This design comes from an exercise in tuning for small area on the open sky130 flow, not from production work. Only simulation tests tie the RTL to the original design; equivalence was not proved. Power is estimated from default activity; no workload was simulated.

==> design/flow/design.v <==
`timescale 1ns / 1ps
module top(
    input clock_12MHz,
    input RESET,
    input [8:0] KEY,
    input Mode_Switch,
    output [7:0] LED,
    output [3:0] MOTOR_OUT,
    output [3:0] FND_COM,
    output [7:0] FND_DATA,
    output BUZZER,
    output LCD_RS,
    output LCD_RW,
    output LCD_EN,
    output [7:0] LCD_DATA
);
    wire clk = clock_12MHz;
    reg [7:0] deb;
    reg [8:0] kf;
    reg       p1, p2;
    wire tick = (deb == 8'h9b);
    wire deb_fb = ~(deb[7] ^ deb[5] ^ deb[4] ^ deb[3]) ^ tick;
    always @(posedge clk or posedge RESET) begin
        if (RESET) begin
            deb <= 8'h37; kf <= 9'd0; p1 <= 1'b0;
        end else begin
            deb <= {deb[6:0], deb_fb};
            p1  <= tick & |(KEY & ~kf);
            if (tick) kf <= KEY;
        end
    end
    reg [3:0] kv;
    always @(*) begin
        kv = 4'd0;
        if      (kf[0]) kv = 4'd1;
        else if (kf[1]) kv = 4'd2;
        else if (kf[2]) kv = 4'd3;
        else if (kf[3]) kv = 4'd4;
        else if (kf[4]) kv = 4'd5;
        else if (kf[5]) kv = 4'd6;
        else if (kf[6]) kv = 4'd7;
        else if (kf[7]) kv = 4'd8;
        else if (kf[8]) kv = 4'd9;
    end
    always @(posedge clk) p2 <= p1;
    reg [3:0] keyv;
    always @(posedge clk or posedge RESET) begin
        if (RESET) keyv <= 4'd0;
        else if (p2) keyv <= kv;
    end
    reg [15:0] scn;                   
    wire [15:0] sc = ~scn;
    reg [1:0]  c4;
    wire sc_ones = &sc[14:0];
    wire sc_wrap = sc_ones & ~sc[15];
    wire sc_fb   = ~(sc[15] ^ sc[14] ^ sc[12] ^ sc[3]) ^ sc_ones;
    wire sc_safe = ((sc & 16'h147f) == 16'h0479);
    always @(posedge clk or posedge RESET) begin
        if (RESET) begin
            scn <= 16'h0000; c4 <= 2'd0;
        end else begin
            scn <= ~{sc[14:0], sc_fb};
            if (sc_wrap) c4 <= c4 + 2'd1;
        end
    end
    reg [1:0] pc;        
    reg       full;      
    reg [1:0] failn;     
    wire [1:0] fail = ~failn;    
    reg       okc;       
    reg       opn;       
    reg       frz;       
    reg       frzd;      
    reg       om;        
    reg [18:0] q;        
    reg [2:0] lvl;       
    localparam LEFT = 2'd0, WAIT = 2'd1, RIGHT = 2'd3;
    wire [1:0] mseg = q[18:17];
    wire [6:0] clk7 = q[6:0];
    wire [9:0] step = q[16:7];
    wire [13:0] ta  = q[13:0];
    wire [4:0]  tb  = q[18:14];
    wire keyact = p1 & (fail != 2'd3) & ~frz & ~opn;
    wire kv1 = kf[0];
    wire kv2 = ~kf[0] & kf[1];
    wire kv3 = ~kf[0] & ~kf[1] & kf[2];
    wire kv4 = ~kf[0] & ~kf[1] & ~kf[2] & kf[3];
    reg lvl_hit_f;
    always @(*) begin
        case (lvl)
            3'd0: lvl_hit_f = q[1] & q[2] & q[3] & q[4] & q[5] & q[7] & q[9] & q[12] & q[15];              
            3'd1: lvl_hit_f = q[2] & q[3] & q[4] & q[5] & q[6] & q[8] & q[10] & q[13] & ~q[15];            
            3'd2: lvl_hit_f = q[0] & q[3] & q[4] & q[5] & q[7] & q[9] & q[12] & q[14] & q[15];             
            3'd3: lvl_hit_f = q[0] & q[1] & q[2] & q[4] & q[5] & q[6] & q[8] & q[10] & q[13] & q[14] & q[17];  
            3'd4: lvl_hit_f = q[2] & q[4] & q[5] & q[7] & q[9] & q[12] & q[16];                            
            3'd5: lvl_hit_f = q[1] & q[4] & q[5] & q[6] & q[8] & q[10] & q[13] & q[15];                    
            3'd6: lvl_hit_f = q[0] & q[1] & q[2] & q[3] & q[5] & q[7] & q[9] & q[12] & q[14] & ~q[17];     
            default: lvl_hit_f = 1'b0;
        endcase
    end
    wire frz_end = q[0] & q[2] & q[3] & q[5] & q[6] & q[8] & q[10] & q[13] & q[14] & q[15] & q[18];
    reg lvl_hit_o;
    always @(*) begin
        case (lvl)
            3'd0: lvl_hit_o = 1'b1;
            3'd1: lvl_hit_o = q[1] & q[2] & q[3] & q[6] & q[7] & q[8] & q[9] & q[11];
            3'd2: lvl_hit_o = q[0] & q[1] & q[2] & q[4] & q[5] & q[7] & q[8] & q[9] & q[10] & ~q[11];
            3'd3: lvl_hit_o = q[5] & q[7] & q[8] & q[9] & q[13];
            3'd4: lvl_hit_o = q[0] & q[3] & q[7] & q[8] & q[9] & q[10] & q[11];
            default: lvl_hit_o = 1'b0;
        endcase
    end
    wire clkwrap  = clk7[6] & clk7[5] & clk7[2];      
    wire mtick    = clkwrap;
    wire left_end = om && (mseg == LEFT)  && mtick && step[9];
    wire wait_end = om && (mseg == WAIT)  && q[0] & q[1] & q[2] & q[3] & q[4] & q[5] & q[8] & q[9] & q[10] & q[12] & q[13] & q[14];   
    wire mstop    = om && (mseg == RIGHT) && step[9] && step[0];
    wire awrap = ~om & ta[13] & ta[10] & ta[8] & ta[7];    
    wire c7    = om ? clkwrap : (&q[6:0]);
    wire c14   = om ? (c7 & (&q[13:7])) : awrap;
    wire [6:0] lo_n  = (om ? clkwrap : awrap) ? 7'd0 : q[6:0] + 7'd1;
    wire [6:0] mid_n = awrap ? 7'd0 : q[13:7] + {6'd0, c7};
    wire [4:0] hi_n  = q[18:14] + {4'd0, c14};
    always @(posedge clk) begin
        q <= {hi_n, mid_n, lo_n};
        if (keyact && pc == 2'd3 && !(okc && kv4) && fail == 2'd2) begin
            q   <= 19'd0;
            lvl <= 3'd0;
        end else if (frz) begin
            if (lvl_hit_f) lvl <= lvl + 3'd1;
        end else if (opn && !om) begin
            q   <= 19'd0;
            lvl <= 3'd0;
        end else if (om) begin
            if (mseg == LEFT && lvl_hit_o) lvl <= lvl + 3'd1;
            if (left_end) q[17] <= 1'b1;      
            if (wait_end) q <= {RIGHT, 17'd0};
        end
    end
    always @(posedge clk) begin
        if (keyact) begin
            if (pc == 2'd0) okc <= kv1;
            else if (pc == 2'd1) okc <= okc & kv2;
            else if (pc == 2'd2) okc <= okc & kv3;
        end
    end
    always @(posedge clk or posedge RESET) begin
        if (RESET) begin
            pc <= 2'd0; full <= 1'b0; failn <= ~(2'd3); opn <= 1'b0; frz <= 1'b0;
            om <= 1'b0;
        end else begin
            if (fail == 2'd3) begin
                if (sc_safe) failn <= ~(2'd0);
            end
            if (frz) begin
                if (frz_end) begin
                    frz <= 1'b0; failn <= ~(2'd0); pc <= 2'd0;
                end
            end else if (opn) begin
                if (mstop && clk7[0]) begin
                    opn <= 1'b0; full <= 1'b0; pc <= 2'd0; failn <= ~(2'd0);
                end
            end else if (keyact) begin
                pc <= pc + 2'd1;
                full <= (pc == 2'd3);
                if (pc == 2'd3) begin
                    if (okc && kv4) begin
                        opn <= 1'b1; failn <= ~(2'd0);
                    end else if (fail == 2'd2) begin
                        frz <= 1'b1; full <= 1'b0;
                    end else begin
                        failn <= ~(fail + 2'd1);
                    end
                end
            end
            if (!om) begin
                if (opn) om <= 1'b1;
            end else if (mstop && !opn) om <= 1'b0;
        end
    end
    always @(posedge clk) frzd <= frz;
    assign LED[0] = ~frz;
    assign LED[7] = ~frz | (lvl >= 3'd1);
    assign LED[6] = ~frz | (lvl >= 3'd2);
    assign LED[5] = ~frz | (lvl >= 3'd3);
    assign LED[4] = ~frz | (lvl >= 3'd4);
    assign LED[3] = ~frz | (lvl >= 3'd5);
    assign LED[2] = ~frz | (lvl >= 3'd6);
    assign LED[1] = ~frz | (lvl >= 3'd7);
    reg [1:0] ph;
    always @(*) begin
        if (!om) ph = 2'd0;
        else case (mseg)
            LEFT:  ph = step[1:0];
            WAIT:  ph = 2'd1;
            RIGHT: ph = {step[1], ~step[0]};
            default: ph = 2'd0;
        endcase
    end
    assign MOTOR_OUT = {~ph[1], ph[1], ph[1] ^ ph[0], ~(ph[1] ^ ph[0])};
    wire zsel = full | (pc > c4);
    assign FND_COM  = {c4 == 2'd0, c4 == 2'd1, c4 == 2'd2, c4 == 2'd3};
    assign FND_DATA = {{6{~zsel}}, 2'b11};
    reg [6:0] tc;        
    reg       bz;
    wire ton_o = om & (lvl >= 3'd1) & (lvl <= 3'd4);
    wire ton_f = frz & (|ta[13:1]) & (ta < 14'd4800);    
    reg  hit;
    always @(*) begin
        if (ton_f) hit = tc[0] & tc[2] & tc[3] & ~tc[5];                          
        else case (lvl)
            3'd1: hit = tc[0] & tc[1] & tc[2] & tc[4] & tc[5] & tc[6];            
            3'd2: hit = tc[1] & tc[2] & tc[4] & tc[5] & tc[6];                    
            3'd3: hit = (tc[1] & ~tc[2] & tc[3] & ~tc[4] & tc[5] & tc[6])         
                      | (tc[0] & tc[1] & tc[3] & tc[4] & tc[5]);                  
            default: hit = ~tc[0] & tc[3] & tc[5] & tc[6];                        
        endcase
    end
    always @(posedge clk) begin
        if (!(ton_o | ton_f) || hit) tc <= 7'd0;
        else tc <= {tc[5:0], ~(tc[6] ^ tc[0])};
    end
    always @(posedge clk or posedge RESET) begin
        if (RESET) bz <= 1'b1;
        else if (!(ton_o | ton_f)) bz <= 1'b1;
        else if (hit) bz <= ~bz;
    end
    assign BUZZER = bz;
    reg [10:0] dl;
    reg [5:0]  cln;      
    wire [5:0] cl = ~cln;       
    reg        en;
    wire dl_last = dl[0] & dl[1] & ~dl[2] & ~dl[3] & dl[4] & dl[5] & ~dl[6] & ~dl[7] & dl[8] & dl[9];
    wire dl_200  = ~dl[0] & ~dl[1] & ~dl[3] & dl[4] & dl[7] & dl[8] & ~dl[9];
    wire dl_1800 = dl[0] & dl[1] & ~dl[2] & dl[4] & dl[5] & ~dl[6] & ~dl[7] & dl[8] & ~dl[9] & ~dl[10];
    wire dl_fb   = ~(dl[10] ^ dl[8]) ^ dl_last;
    always @(posedge clk or posedge RESET) begin
        if (RESET) begin
            dl <= 11'h599; cln <= 6'd0; en <= 1'b0;
        end else begin
            dl <= {dl[9:0], dl_fb};
            if (dl_last | (&cl)) cln <= ~((cl == 6'd40) ? 6'd7 : cl + 6'd1);
            en <= dl_200 | (en & ~dl_1800);
        end
    end
    assign LCD_EN = en;
    wire [7:0] kasc = {4'h3, keyv};
    reg [127:0] l1, l2;
    always @(*) begin
        if (frzd) begin
            l1 = "   !! FREEZE !! ";
            l2 = "   TRY LATER    ";
        end else if (om) begin
            l1 = "      OPEN      ";
            l2 = "                ";
        end else begin
            l1 = "ENTER PASSWORD  ";
            l2 = {"KEY VALUE : ", kasc, "   "};
        end
    end
    reg [8:0] sd;
    always @(*) begin
        case (cl)
            6'd63: sd = 9'd0;
            6'd0, 6'd1: sd = {1'b0, 8'h38};
            6'd2 : sd = {1'b0, 8'h0e};
            6'd3 : sd = {1'b0, 8'h06};
            6'd4 : sd = {1'b0, 8'h02};
            6'd5 : sd = {1'b0, 8'h01};
            6'd6 : sd = {1'b0, 8'h80};
            6'd23: sd = {1'b0, 8'hc0};
            default: begin
                if (cl >= 6'd7 && cl <= 6'd22)
                    sd = {1'b1, l1[8*(22-cl) +: 8]};
                else if (cl >= 6'd24 && cl <= 6'd39)
                    sd = {1'b1, l2[8*(39-cl) +: 8]};
                else
                    sd = {1'b0, 8'h02};
            end
        endcase
    end
    assign LCD_RS   = sd[8];
    assign LCD_DATA = sd[7:0];
    assign LCD_RW   = 1'b0;
endmodule
==> design/flow/flow/run.sh <==
#!/bin/bash
# Standard ORFS flow with these changes:
#  - logic mapping uses an area-oriented ABC script (&deepsyn then &nf -a);
#    synthesis runs with several deepsyn seeds and the smallest netlist is kept
#    (registers are the same in every run: ABC only remaps the logic);
#  - minimum-size buffers on ports; clock tree without dummy loads.
# Each tool's output goes to a log file in this folder (and ORFS's own logs).
set -euo pipefail
HERE=$(pwd)
COMMON=(MIN_BUF_CELL_AND_PORTS="sky130_fd_sc_hd__buf_1 A X"
        BUFFER_PORTS_ARGS="-inputs -outputs -buffer_cell sky130_fd_sc_hd__buf_1"
        CTS_ARGS="-sink_clustering_enable -repair_clock_nets -dont_use_dummy_load -buf_list sky130_fd_sc_hd__clkbuf_8")
SEEDS="1 2 3 4 5 6 7 8 9 10 11 12"
for S in $SEEDS; do
  rm -rf "scripts_s$S" "syn_s$S"
  cp -r "$FLOW_HOME/scripts" "scripts_s$S"
  sed "s/SEED/$S/" flow/abc.script.in > "scripts_s$S/abc_speed.script"
done
run_synth() {
  local S=$1
  bash standard.sh SCRIPTS_DIR="$HERE/scripts_s$S" WORK_HOME="$HERE/syn_s$S" "${COMMON[@]}" synth \
    > "synth_s$S.log" 2>&1 || echo "synth seed $S failed" >> synth_s$S.log
}
set -- $SEEDS
while [ $# -gt 0 ]; do
  for S in $1 ${2:-} ${3:-} ${4:-}; do run_synth $S & done
  wait
  shift $(( $# < 4 ? $# : 4 ))
done
BEST=""; BESTA=""
for S in $SEEDS; do
  R="syn_s$S/reports/sky130hd/top/base/synth_stat.txt"
  [ -f "syn_s$S/results/sky130hd/top/base/1_synth.odb" ] || continue
  A=$(awk '/Chip area for module/ {print $NF}' "$R")
  echo "seed $S area $A" >> synth_choice.log
  if [ -z "$BEST" ] || awk "BEGIN{exit !($A < $BESTA)}"; then BEST=$S; BESTA=$A; fi
done
echo "best seed $BEST area $BESTA" >> synth_choice.log
rm -rf orfs
cp -a "syn_s$BEST" orfs
bash standard.sh SCRIPTS_DIR="$HERE/scripts_s$BEST" "${COMMON[@]}" finish > flow_make.log 2>&1
==> design/flow/flow/abc.script.in <==
&get -n
&st
&deepsyn -T 90 -S SEED
&dch
&nf -a
&put
topo
==> design/flow/standard.sh <==
#!/bin/bash
# synth_recipe.tcl (not shown) runs the flow's synth.tcl, then flattens the netlist and writes it again
# the make line also repeats each setting of config.mk as NAME=value (left out here)
make -C /OpenROAD-flow-scripts/flow DESIGN_CONFIG=/design/flow/config.mk WORK_HOME=/design/flow/orfs CLKGATE_MAP_FILE= SYNTH_SCRIPT=/design/flow/synth_recipe.tcl "${@:-finish}"
==> design/flow/config.mk <==
export PLATFORM = sky130hd
export DESIGN_NAME = top
export DESIGN_NICKNAME = top
export VERILOG_FILES = /design/flow/design.v
export SDC_FILE = /design/flow/constraint.sdc
export NUM_CORES = 4
export LEC_CHECK = 0
export CAP_MARGIN = 20
export CORE_MARGIN = 2
export CORE_UTILIZATION = 65
export SLEW_MARGIN = 20
==> design/flow/constraint.sdc <==
create_clock -name core_clock -period 10.0 [get_ports {clock_12MHz}]
set_input_delay 2.0000 -clock core_clock [delete_from_list [all_inputs] [get_ports {clock_12MHz}]]
set_output_delay 2.0000 -clock core_clock [all_outputs]
set_load 0.01 [all_outputs]
==> results of run 1 <==
-- worst paths after layout --
path / from / endpoint / depth (start not counted)
min in group asynchronous: RESET / en$_DFF_PP0_ / 3
worst min-delay path: scn[6]$_DFF_PP0_ / scn[7]$_DFF_PP0_ / 0
max in group asynchronous: RESET / kf[7]$_DFFE_PP0P_ / 3
worst min register to register: scn[6]$_DFF_PP0_ / scn[7]$_DFF_PP0_ / 0
worst max-delay path: cln[0]$_DFFE_PP0P_ / LCD_DATA[4] / 11
worst max register to register: failn[0]$_DFF_PP0_ / q[3]$_SDFF_PP0_ / 11
-- area by class of cell --
type | count | area [um2] | share of cell area
clock buffer | 9 | 124 | 0.0220
inverter | 45 | 169 | 0.0300
multi-input combinational | 444 | 2690 | 0.478
sequential | 99 | 2340 | 0.416
tap | 102 | 128 | 0.0227
timing repair buffer | 45 | 176 | 0.0313
-- logic make-up (layout without fill, tap and decap cells) --
logic type                 after synthesis  count (layout)  share of synthesized area
other                                    2               3                    0.00144
DFF                                     99              99                      0.448
muxes                                    2               2                    0.00407
AOI/OAI and AO/OA                      140             140                      0.168
buffers and inverters                   53              99                     0.0381
adders and majority gates               33              33                     0.0790
xor gates and xnor gates                14              14                     0.0235
and+or+nand+nor                        252             252                      0.238
-- power by group through the flow --
stage	clock, uW	sequential, uW	combinational (uW)
CTS	204	399	8.51
finish	195	399	8.09
global placement	0	407	8.27
floorplan	0	407	5.30
detailed placement	0	407	8.51
global route	216	399	9.72
-- layout by cell type, fill, tap and decap left out, types with 4 or more instances in the layout --
cell / n
nor2_1: 61
a31oi_1: 16
a21o_1: 6
nand2_1: 70
and4_1: 6
o22ai_1: 8
clkbuf_8: 9
o21a_1: 4
clkinv_1: 44
ha_1: 33
xnor2_1: 9
dfxtp_1: 31
o21ai_0: 37
buf_1: 43
o41ai_1: 5
nor3_1: 20
dfstp_2: 12
nor4_1: 9
and3_1: 8
and2_0: 11
a21oi_1: 34
xor2_1: 5
nor2b_1: 9
or2_0: 4
nand4_1: 8
dfrtp_1: 55
nand3_1: 21
nand2b_1: 8
-- worst max-delay path, stage by stage, from the launching register on --
cell and delay (ns):
dfrtp_1 0.72, clkinv_1 0.44, ha_1 0.52, or2_0 0.35
a21oi_1 0.20, or2_0 0.21, nor2_1 0.06, o221ai_1 0.24
a31oi_1 0.18, and2_0 0.22, o41ai_1 0.33, buf_1 0.19
-- metal layers --
metal	global-route usage	vias up
li1	-	2227
met1	0.360	2098
met2	0.442	161
met3	0.0395	14
met4	0.0688	0
met5	0	-
-- sequential cells by signal, indices dropped and copies added, names as in the netlist, 2 cells and up --
register  cells
lvl           3
dl           11
c4            2
scn          16
deb           8
kf            9
cln           6
q            19
failn         2
tc            7
pc            2
keyv          4
-- stage by stage --
| stage | hold WS (ns) | util |
|---|---|---|
| CTS | 0.358 | 0.725 |
| detailed placement | 0.355 | 0.709 |
| global route | 0.371 | 0.725 |
| floorplan | 0.346 | - |
| finish | 0.359 | 0.725 |
| global placement | 0.351 | 0.709 |
==> metrics.cfg, run 1 <==
[sta]
setup_viol=0
finalHoldViolations=0
finalWorstSetupSlack_ns=4.02
fin_skew_ns=0.0371
rsz0062_at_grt=no
finalCriticalPeriod_ns=5.98
finalSetupTns_ns=0
period_share=0.598
fmax_ghz=0.167
worst_pin_slew_ns=0.803
slew_viol_final=0
slew_headroom=0.465

[clock_network]
clockBufferDepth=2
cts_hold_buf=0
clkTransAtPathRegs_ns=0.07
postCtsSetupRepairBufs=0
clock_sinks=99
htree_levels=3
clk_latency_ns=0.35
cts_buffers=9
post_cts_resized=0
cts_tree=done
cts-root-buf=clkbuf_8

[yosys]
yosysTopAreaCell=dfrtp_1
synth_common_cells=70 x nand2_1, 61 x nor2_1, 55 x dfrtp_1
yosys_warnings=1
syn_avg_cell_area_um2=8.78
yosysMostFrequentCell=nand2_1
synth_area_um2=5220
ys.flop_type=dfrtp_1
ys_types=59
synth_area_leaders=dfrtp_1 26%, dfxtp_1 12%, ha_1 7.9%, dfstp_2 6.0%, nand2_1 5.0%
synthCells=595
synth_seq_area_share=0.448
synth_top_area_share=0.263
synth_edf_count=1
async_reset_ff_frac=0.677
synth_seq_cells=99

[die]
die_area_um2=8770
coreArea_um2=7770
start_util=0.673
io_pins=48
die_w_um=93.6
rows=32
die_y_um=93.6

[grt]
grt_max_degree=68
antenna_found_initial=0
grt_pass1_wl_um=18800
gr-total-overflow=0
track_usage=0.263
grt_pass1_vias=4148

[routing]
top_layer_used=met4
drc=0
vias=4500
m1WireLength_um=4900
drt-wirelength-per-cell_um=14.7
postRouteAntennaNets=0
dr_wl_met3_um=619
drt_wl_total_um=10900
avgViaCountPerCell=6.05
dr.pass1.iters=5
drt-initial-drc-count=291
wl_met2_um=5270

[power]
static-leakage-power_uw=0.00224
p_seq_frac=0.662
switching_share=0.201
p_comb_frac=0.013
ir_drop_v=0.0000835
p_sw_uw=121
internal-power_uw=481
power_density_nw_per_um2=107
p_clk_frac=0.324
total_power_uw=602

[place]
dp_slack_ns=4.46
placed_cell_area_um2=5510
hpwl_um=8100
finalWeightedCongestion=0.910
placedCellCount=735
io_buffers=43

[cells_and_area]
finalInstanceArea_um2=5630
drive_gt1_frac=0.0389
n_antenna_cell=0
nets=689
nFillCells=636
area_delta_synth_final_pct=7.81
stdcell_count=744

[worst_setup_path]
critPathKind=reg2out
critical_path_peak_fanout=20
cp.required_ns=8.00
r2r_setup_slack_ns=6.98
end_kind=output pin
arrival_ns=3.98
start_kind=flop

[outcome]
status=no timing/DRC/antenna violations

[run]
cap_violations=0

[worst_hold_path]
hold_class=reg2reg

==> inputs of run 2 (changes only) <==
==> design/flow/flow/abc.script.in (replaced) <==
&get -n
&st
&deepsyn -T 90 -S SEED
&dch
&nf -a -p -R 1000 -F 8 -A 6
&put
topo
==> run 2 against run 1 <==
Effect of this change:
- first-iteration DRC count shrank 0.34%
- highest routed layer unchanged
- utilization shrank 0.38 points
- worst setup slack lost 0.090 ns
- largest power group unchanged
- synthesized area shrank 1.7%
- sequential power is essentially flat
- design area shrank 1.6%
- via count shrank 2.1%
- sequential share of layout area grew 0.66 points
- maximum frequency shrank 1.5%
- total power grew 0.57%
- routed wire length grew 0.55%
==> metrics.cfg, run 2 <==
[die]
die_y_um=92.9  ; was 93.6 um
start_util=0.668  ; was 0.673
die_area_um2=8630  ; was 8770 um2
rows=32  ; unchanged
io_pins=48  ; unchanged
die_w_um=92.9  ; was 93.6 um
coreArea_um2=7690  ; was 7770 um2

[yosys]
syn_avg_cell_area_um2=9.12  ; was 8.78 um2
synthCells=563  ; was 595
synth_area_um2=5140  ; was 5220 um2
synth_top_area_share=0.268  ; was 0.263
async_reset_ff_frac=0.677  ; unchanged
synth_seq_cells=99  ; unchanged
ys_types=59  ; unchanged
yosysMostFrequentCell=nand2_1  ; unchanged
synth_common_cells=62 x nand2_1, 55 x dfrtp_1, 47 x nor2_1  ; was 70 x nand2_1, 61 x nor2_1, 55 x dfrtp_1
ys.flop_type=dfrtp_1  ; unchanged
synth_area_leaders=dfrtp_1 27%, dfxtp_1 12%, ha_1 8.0%, dfstp_2 6.1%, nand2_1 4.5%  ; was dfrtp_1 26%, dfxtp_1 12%, ha_1 7.9%, dfstp_2 6.0%, nand2_1 5.0%
yosys_warnings=1  ; unchanged
yosysTopAreaCell=dfrtp_1  ; unchanged
synth_edf_count=1  ; unchanged
synth_seq_area_share=0.456  ; was 0.448

[worst_setup_path]
critical_path_peak_fanout=18  ; was 20
cp.required_ns=8.00  ; about the same
crit_start=cln[0]$_DFFE_PP0P_  ; unchanged
r2r_setup_slack_ns=7.14  ; was 6.98 ns
end_kind=output pin  ; unchanged
r2r_cells=10  ; was 11
crit_end=LCD_DATA[3]  ; was LCD_DATA[4]
timing.rr.end=q[10]$_SDFF_PP0_  ; was q[3]$_SDFF_PP0_
timing.rr.start=failn[0]$_DFF_PP0_  ; unchanged
critPathKind=reg2out  ; unchanged
arrival_ns=4.07  ; was 3.98 ns
start_kind=flop  ; unchanged

[sta]
period_share=0.607  ; was 0.598
setup_viol=0  ; unchanged
slew_viol_final=0  ; unchanged
finalSetupTns_ns=0  ; unchanged
rsz0062_at_grt=no  ; unchanged
fmax_ghz=0.165  ; was 0.167 GHz
worst_pin_slew_ns=0.804  ; was 0.803 ns
hold_slack_ns=0.366  ; was 0.359 ns
fin_skew_ns=0.0338  ; was 0.0371 ns
finalCriticalPeriod_ns=6.07  ; was 5.98 ns
slew_headroom=0.464  ; was 0.465
finalHoldViolations=0  ; unchanged

[cells_and_area]
final_cell_mix=62 x nand2_1, 55 x dfrtp_1, 47 x nor2_1, 43 x buf_1, 38 x o21ai_0  ; was 70 x nand2_1, 61 x nor2_1, 55 x dfrtp_1, 44 x clkinv_1, 43 x buf_1
nets=657  ; was 689
n_antenna_cell=0  ; unchanged
largest_reg_flops=19  ; unchanged
post-route-util=0.721  ; was 0.725
largest-register=q  ; unchanged
top_regs=q (19), scn (16), dl (11)  ; unchanged
finalInstanceArea_um2=5540  ; was 5630 um2
mostFrequentLayoutCell=nand2_1  ; unchanged
drive_gt1_frac=0.0410  ; was 0.0389
nFillCells=609  ; was 636
stdcell_count=712  ; was 744
area_delta_synth_final_pct=7.94  ; was 7.81%

[routing]
drt_wl_total_um=11000  ; was 10,900 um
drc=0  ; unchanged
wl_met2_um=5250  ; was 5270 um
m1WireLength_um=4880  ; was 4900 um
vias=4406  ; was 4,500
postRouteAntennaNets=0  ; unchanged
avgViaCountPerCell=6.19  ; was 6.05
dr.pass1.iters=8  ; was 5
drt-initial-drc-count=290  ; was 291
dr_wl_met3_um=692  ; was 619 um
top_layer_used=met4  ; unchanged
drt-wirelength-per-cell_um=15.4  ; was 14.7 um

[clock_network]
cts_tree=done  ; unchanged
clockBufferDepth=2  ; unchanged
cts_hold_buf=0  ; unchanged
cts-root-buf=clkbuf_8  ; unchanged
clkTransAtPathRegs_ns=0.11  ; was 0.07 ns
postCtsSetupRepairBufs=0  ; unchanged
cts_buffers=9  ; unchanged
clk_latency_ns=0.37  ; was 0.35 ns
htree_levels=3  ; unchanged
post_cts_resized=0  ; unchanged
clock_sinks=99  ; unchanged

[grt]
antenna_found_initial=0  ; unchanged
grt_max_degree=68  ; unchanged
track_usage=0.265  ; was 0.263
grt_pass1_wl_um=18600  ; was 18,800 um
grt_pass1_vias=3989  ; was 4,148
gr-total-overflow=0  ; unchanged

[place]
finalWeightedCongestion=0.919  ; was 0.910
io_buffers=43  ; unchanged
placedCellCount=703  ; was 735
placed_cell_area_um2=5420  ; was 5510 um2
hpwl_um=7940  ; was 8100 um

[run]
cap_violations=0  ; unchanged

[power]
static-leakage-power_uw=0.00222  ; was 0.00224 uW
power_density_nw_per_um2=109  ; was 107 nW/um2
ir_drop_v=0.0000862  ; was 0.0000835 V

[outcome]
status=no timing/DRC/antenna violations  ; unchanged

[worst_hold_path]
hold_class=reg2reg  ; unchanged

==> run 2: area by class of cell <==
| class | count | area (um2) | share of cell area |
|---|---|---|---|
| Clock buffer | 9 | 124 | 0.0223 |
| Multi-Input combinational cell | 422 | 2640 | 0.477 |
| Timing Repair Buffer | 45 | 176 | 0.0318 |
| Inverter | 35 | 131 | 0.0237 |
| Sequential cell | 99 | 2340 | 0.422 |
| Tap cell | 102 | 128 | 0.0230 |
==> run 2: cell families after synthesis <==
kind of cell / Yosys count / synth area share
and+or+nand+nor: 227 / 0.223
AOI/OAI and AO/OA: 136 / 0.167
DFF: 99 / 0.456
buffers and inverters: 43 / 0.0314
adders and majority gates: 33 / 0.0804
xor gates and xnor gates: 20 / 0.0341
muxes: 3 / 0.00609
other: 2 / 0.00146
==> run 2: metal layers <==
metal / vias up / track usage
met1: 2071 / 0.369
met4: 0 / 0.0674
met3: 17 / 0.0407
met5: - / 0
li1: 2140 / -
met2: 178 / 0.438
==> run 2: report_power, final <==
part	switching, uW	total (uW)	internal, uW
clock network	118	199	81.0
logic	6.76	8.19	1.43
registers	0	399	399
total	124	606	481
==> run 2: stage by stage <==
stage          worst slack [ns]  power [uW]
6_report                   3.93         606
3_3_place_gp               4.49         415
3_5_place_dp               4.41         416
2_1_floorplan              5.04         412
4_1_cts                    4.04         610
5_1_grt                    3.58         627
==> run 2: worst min-delay path by stage <==
stage	start	endpoint	cells after the start
after floorplan	p1$_DFF_PP0_	p2$_DFF_P_	0
after global placement	scn[6]$_DFF_PP0_	scn[7]$_DFF_PP0_	0
after detailed placement	deb[1]$_DFF_PP1_	deb[2]$_DFF_PP1_	0
after CTS	dl[6]$_DFF_PP0_	dl[7]$_DFF_PP1_	0
after global routing	dl[6]$_DFF_PP0_	dl[7]$_DFF_PP1_	0
final	dl[6]$_DFF_PP0_	dl[7]$_DFF_PP1_	0
==> run 2: critical path: stages, from the launching register on <==
cell,delay [ns]
dfrtp_1,0.71
clkinv_1,0.43
ha_1,0.38
xor2_1,0.65
o21ai_0,0.26
o21ai_0,0.21
nor3_1,0.10
nand2b_1,0.20
or3_1,0.41
o31ai_1,0.21
buf_1,0.18
==> inputs of run 3 (changes only) <==
--- a/design/flow/flow/run.sh
+++ b/design/flow/flow/run.sh
@@ -11,5 +11,5 @@
         BUFFER_PORTS_ARGS="-inputs -outputs -buffer_cell sky130_fd_sc_hd__buf_1"
         CTS_ARGS="-sink_clustering_enable -repair_clock_nets -dont_use_dummy_load -buf_list sky130_fd_sc_hd__clkbuf_8")
-SEEDS="1 2 3 4 5 6 7 8 9 10 11 12"
+SEEDS="1 2 3 4 5 6 7 8 9 10 11 12 13 14 15 16"
 for S in $SEEDS; do
   rm -rf "scripts_s$S" "syn_s$S"
==> design/flow/flow/abc.script.in (replaced) <==
&get -n
&st
&deepsyn -T 120 -S SEED
&dch
&nf -a -p -R 1000 -F 8 -A 6
&put
topo
==> run 3 against run 2 <==
Effect of this change:
- highest routed layer unchanged
- synthesized cell count did not move
- register-to-register slack improved by 0.29 ns
- critical path depth grew 4
- still clean
- critical path type unchanged
==> metrics.cfg, run 3 <==
[outcome]
status=no timing/DRC/antenna violations  ; unchanged

[place]
finalWeightedCongestion=0.898  ; was 0.919
placed_cell_area_um2=5390  ; was 5420 um2
hpwl_um=7860  ; was 7940 um
io_buffers=43  ; unchanged

[run]
cap_violations=0  ; unchanged

[yosys]
synth.area.mux_share=0  ; was 0.00609
synth_compound_gate_area_share=0.177  ; was 0.167
yosys_warnings=1  ; unchanged
synth_edf_count=1  ; unchanged
synthAdderAreaFrac=0.0809  ; was 0.0804
synth_seq_area_share=0.459  ; was 0.456
yosysTopAreaCell=dfrtp_1  ; unchanged
ys_types=55  ; was 59
synth_area_um2=5100  ; was 5140 um2
synth_common_cells=55 x dfrtp_1, 55 x o21ai_0, 48 x nand2_1  ; was 62 x nand2_1, 55 x dfrtp_1, 47 x nor2_1
ys.flop_type=dfrtp_1  ; unchanged
synth_top_family_by_area=simple AND/OR/NAND/NOR gates  ; unchanged
synth-simple-area-share=0.218  ; was 0.223
synth_area_leaders=dfrtp_1 27%, dfxtp_1 12%, ha_1 8.1%, dfstp_2 6.2%, o21ai_0 5.4%  ; was dfrtp_1 27%, dfxtp_1 12%, ha_1 8.0%, dfstp_2 6.1%, nand2_1 4.5%
synthXorXnorAreaFrac=0.0257  ; was 0.0341
synth_seq_cells=99  ; unchanged
synthCells=563  ; unchanged
synth_top_area_share=0.270  ; was 0.268
async_reset_ff_frac=0.677  ; unchanged
syn_avg_cell_area_um2=9.07  ; was 9.12 um2

[worst_setup_path]
crit_buf_inv=2  ; unchanged
slowest_stage=dfrtp_1  ; unchanged
start_kind=flop  ; unchanged
critical_path_peak_fanout=19  ; was 18
end_kind=output pin  ; unchanged
slowest_delay_ns=0.73  ; was 0.71 ns
path_delay_family=compound AO/OA/AOI/OAI gates  ; was flip-flops
arrival_ns=4.10  ; was 4.07 ns
critPathKind=reg2out  ; unchanged
cp.required_ns=8.00  ; about the same
worstPathCellList=clkinv_1 -> ha_1 -> nand2b_1 -> nor3_1 -> a41o_1 -> nand2b_1 -> nor3_1 -> a21boi_0 -> nand2_1 -> a21oi_1 -> nand2_1 -> o211ai_1 -> o311ai_0 -> buf_1  ; was clkinv_1 -> ha_1 -> xor2_1 -> o21ai_0 -> o21ai_0 -> nor3_1 -> nand2b_1 -> or3_1 -> o31ai_1 -> buf_1
r2r_setup_slack_ns=7.43  ; was 7.14 ns

[cells_and_area]
largest-register=q  ; unchanged
top_regs=q (19), scn (16), dl (11)  ; unchanged
register_area_um2=2340  ; unchanged
nFillCells=585  ; was 609
nets=657  ; unchanged
largest_reg_flops=19  ; unchanged
finalInstanceArea_um2=5510  ; was 5540 um2
multi_input_area_um2=2580  ; was 2640 um2
n_antenna_cell=0  ; unchanged
area_delta_synth_final_pct=7.99  ; was 7.94%
drive_gt1_frac=0.0410  ; unchanged
final_cell_mix=55 x o21ai_0, 55 x dfrtp_1, 48 x nand2_1, 47 x nor2_1  ; was 62 x nand2_1, 55 x dfrtp_1, 47 x nor2_1, 43 x buf_1, 38 x o21ai_0

[routing]
vias=4363  ; was 4,406
postRouteAntennaNets=0  ; unchanged
drt_wl_total_um=11000  ; about the same
dr.pass1.iters=5  ; was 8
drt-wirelength-per-cell_um=15.4  ; about the same
drt-initial-drc-count=212  ; was 290
avgViaCountPerCell=6.13  ; was 6.19
drc=0  ; unchanged

[grt]
antenna_found_initial=0  ; unchanged
grt_pass1_vias=4150  ; was 3,989
grt_max_degree=68  ; unchanged
gr-total-overflow=0  ; unchanged
track_usage=0.275  ; was 0.265
grt_pass1_wl_um=19100  ; was 18,600 um

[clock_network]
clkTransAtPathRegs_ns=0.10  ; was 0.11 ns
clock_sinks=99  ; unchanged
cts_tree=done  ; unchanged
clk_latency_ns=0.36  ; was 0.37 ns
postCtsSetupRepairBufs=0  ; unchanged
post_cts_resized=0  ; unchanged
htree_levels=3  ; unchanged
cts_hold_buf=0  ; unchanged
clockBufferDepth=2  ; unchanged
cts_buffers=9  ; unchanged
cts-root-buf=clkbuf_8  ; unchanged

[die]
coreArea_um2=7690  ; unchanged
rows=32  ; unchanged
die_w_um=92.6  ; was 92.9 um
io_pins=48  ; unchanged
die_y_um=92.6  ; was 92.9 um
start_util=0.664  ; was 0.668
die_area_um2=8580  ; was 8630 um2

[sta]
finalSetupTns_ns=0  ; unchanged
fmax_ghz=0.164  ; was 0.165 GHz
period_share=0.610  ; was 0.607
setup_viol=0  ; unchanged
worst_pin_slew_ns=0.942  ; was 0.804 ns
slew_viol_final=0  ; unchanged
finalCriticalPeriod_ns=6.10  ; was 6.07 ns
fin_skew_ns=0.0277  ; was 0.0338 ns
slew_headroom=0.367  ; was 0.464
finalHoldViolations=0  ; unchanged
rsz0062_at_grt=no  ; unchanged

[power]
ir_drop_v=0.000110  ; was 0.0000862 V
static-leakage-power_uw=0.00215  ; was 0.00222 uW
power_density_nw_per_um2=111  ; was 109 nW/um2

[worst_hold_path]
hold_class=reg2reg  ; unchanged

-- run 3: final cells by class --
cell class / count / area share
clock buffer: 9 / 0.0225
inverter: 44 / 0.0300
multi-input combinational: 413 / 0.468
sequential: 99 / 0.425
tap: 102 / 0.0232
timing repair buffer: 45 / 0.0320
-- run 3: logic make-up (layout without fill, tap and decap cells) --
group / count (synthesis) / after routing
flip-flops: 99 / 99
buffers and inverters: 52 / 98
XOR/XNOR: 15 / 15
adder cells (fa/ha/maj): 33 / 33
other: 2 / 3
AND/OR/NAND/NOR: 214 / 214
AO/OA/AOI/OAI: 148 / 148
-- run 3: worst paths after layout --
| check | start | to | cells past startpoint |
|---|---|---|---|
| max | cln[0]$_DFFE_PP0P_ | LCD_DATA[2] | 14 |
| max in group asynchronous | RESET | deb[7]$_DFF_PP0_ | 3 |
| min | deb[0]$_DFF_PP1_ | deb[1]$_DFF_PP1_ | 0 |
| min in group asynchronous | RESET | pc[1]$_DFFE_PP0P_ | 3 |
| max reg2reg | lvl[2]$_SDFFE_PP0P_ | tc[4]$_SDFF_PP0_ | 10 |
| min reg2reg | deb[0]$_DFF_PP1_ | deb[1]$_DFF_PP1_ | 0 |
-- run 3: routing by layer --
layer  global-route usage  wire length [um]  up-vias  share of wire
met2                0.464              5330      139           0.48
li1                     -                 -     2140              -
met1                0.355              4830     2058           0.44
met4               0.0944               261        0          0.024
met3               0.0578               579       26          0.053
met5                    0                 0        -              0
-- run 3: report_power, final --
| part | internal, uW | leakage (uW) | switching [uW] | total [uW] |
|---|---|---|---|---|
| logic | 1.21 | 0.00105 | 6.42 | 7.63 |
| registers | 399 | 0.00103 | 0 | 399 |
| clock network | 81.1 | 0.0000647 | 122 | 203 |
-- run 3: metrics by stage --
stage / hold slack (ns) / util / total power, uW / setup slack, ns / std cells
5_1_grt: 0.326 / 0.717 / 634 / 3.48 / 712
3_3_place_gp: 0.355 / 0.701 / 415 / 4.46 / 703
6_report: 0.333 / 0.717 / 609 / 3.90 / 712
2_1_floorplan: 0.347 / - / 412 / 5.02 / 564
4_1_cts: 0.334 / 0.717 / 614 / 3.98 / 712
3_5_place_dp: 0.356 / 0.701 / 415 / 4.37 / 703

==> re-timing with driven ports <==
Ports are ideal in the flow. The routed layouts listed here were re-timed in OpenROAD.
Step 1 (the two cells are an assumption about what drives the block):
set clk [get_ports {clock_12MHz}]
set_driving_cell -lib_cell sky130_fd_sc_hd__clkbuf_16 $clk
set_driving_cell -lib_cell sky130_fd_sc_hd__buf_2 [delete_from_list [all_inputs] $clk]
Step 2 adds t to the input delays and takes it off the output delays; t is the mean of the earliest and latest rising clock arrival at the registers after step 1. Input paths then give back, and output paths get back, about the clock's delay inside the block.
Three values: ideal, step 1, step 2; two values: the first two.
run	t, ns	slack for setup (ns)	worst setup path at the end
run 1	0.366	4.018 / 3.987 / 4.353	register to output
run 2	0.378	3.928 / 3.896 / 4.274	register to output
run 3	0.376	3.900 / 3.869 / 4.244	register to output
After both steps setup and hold are still met in every run listed.
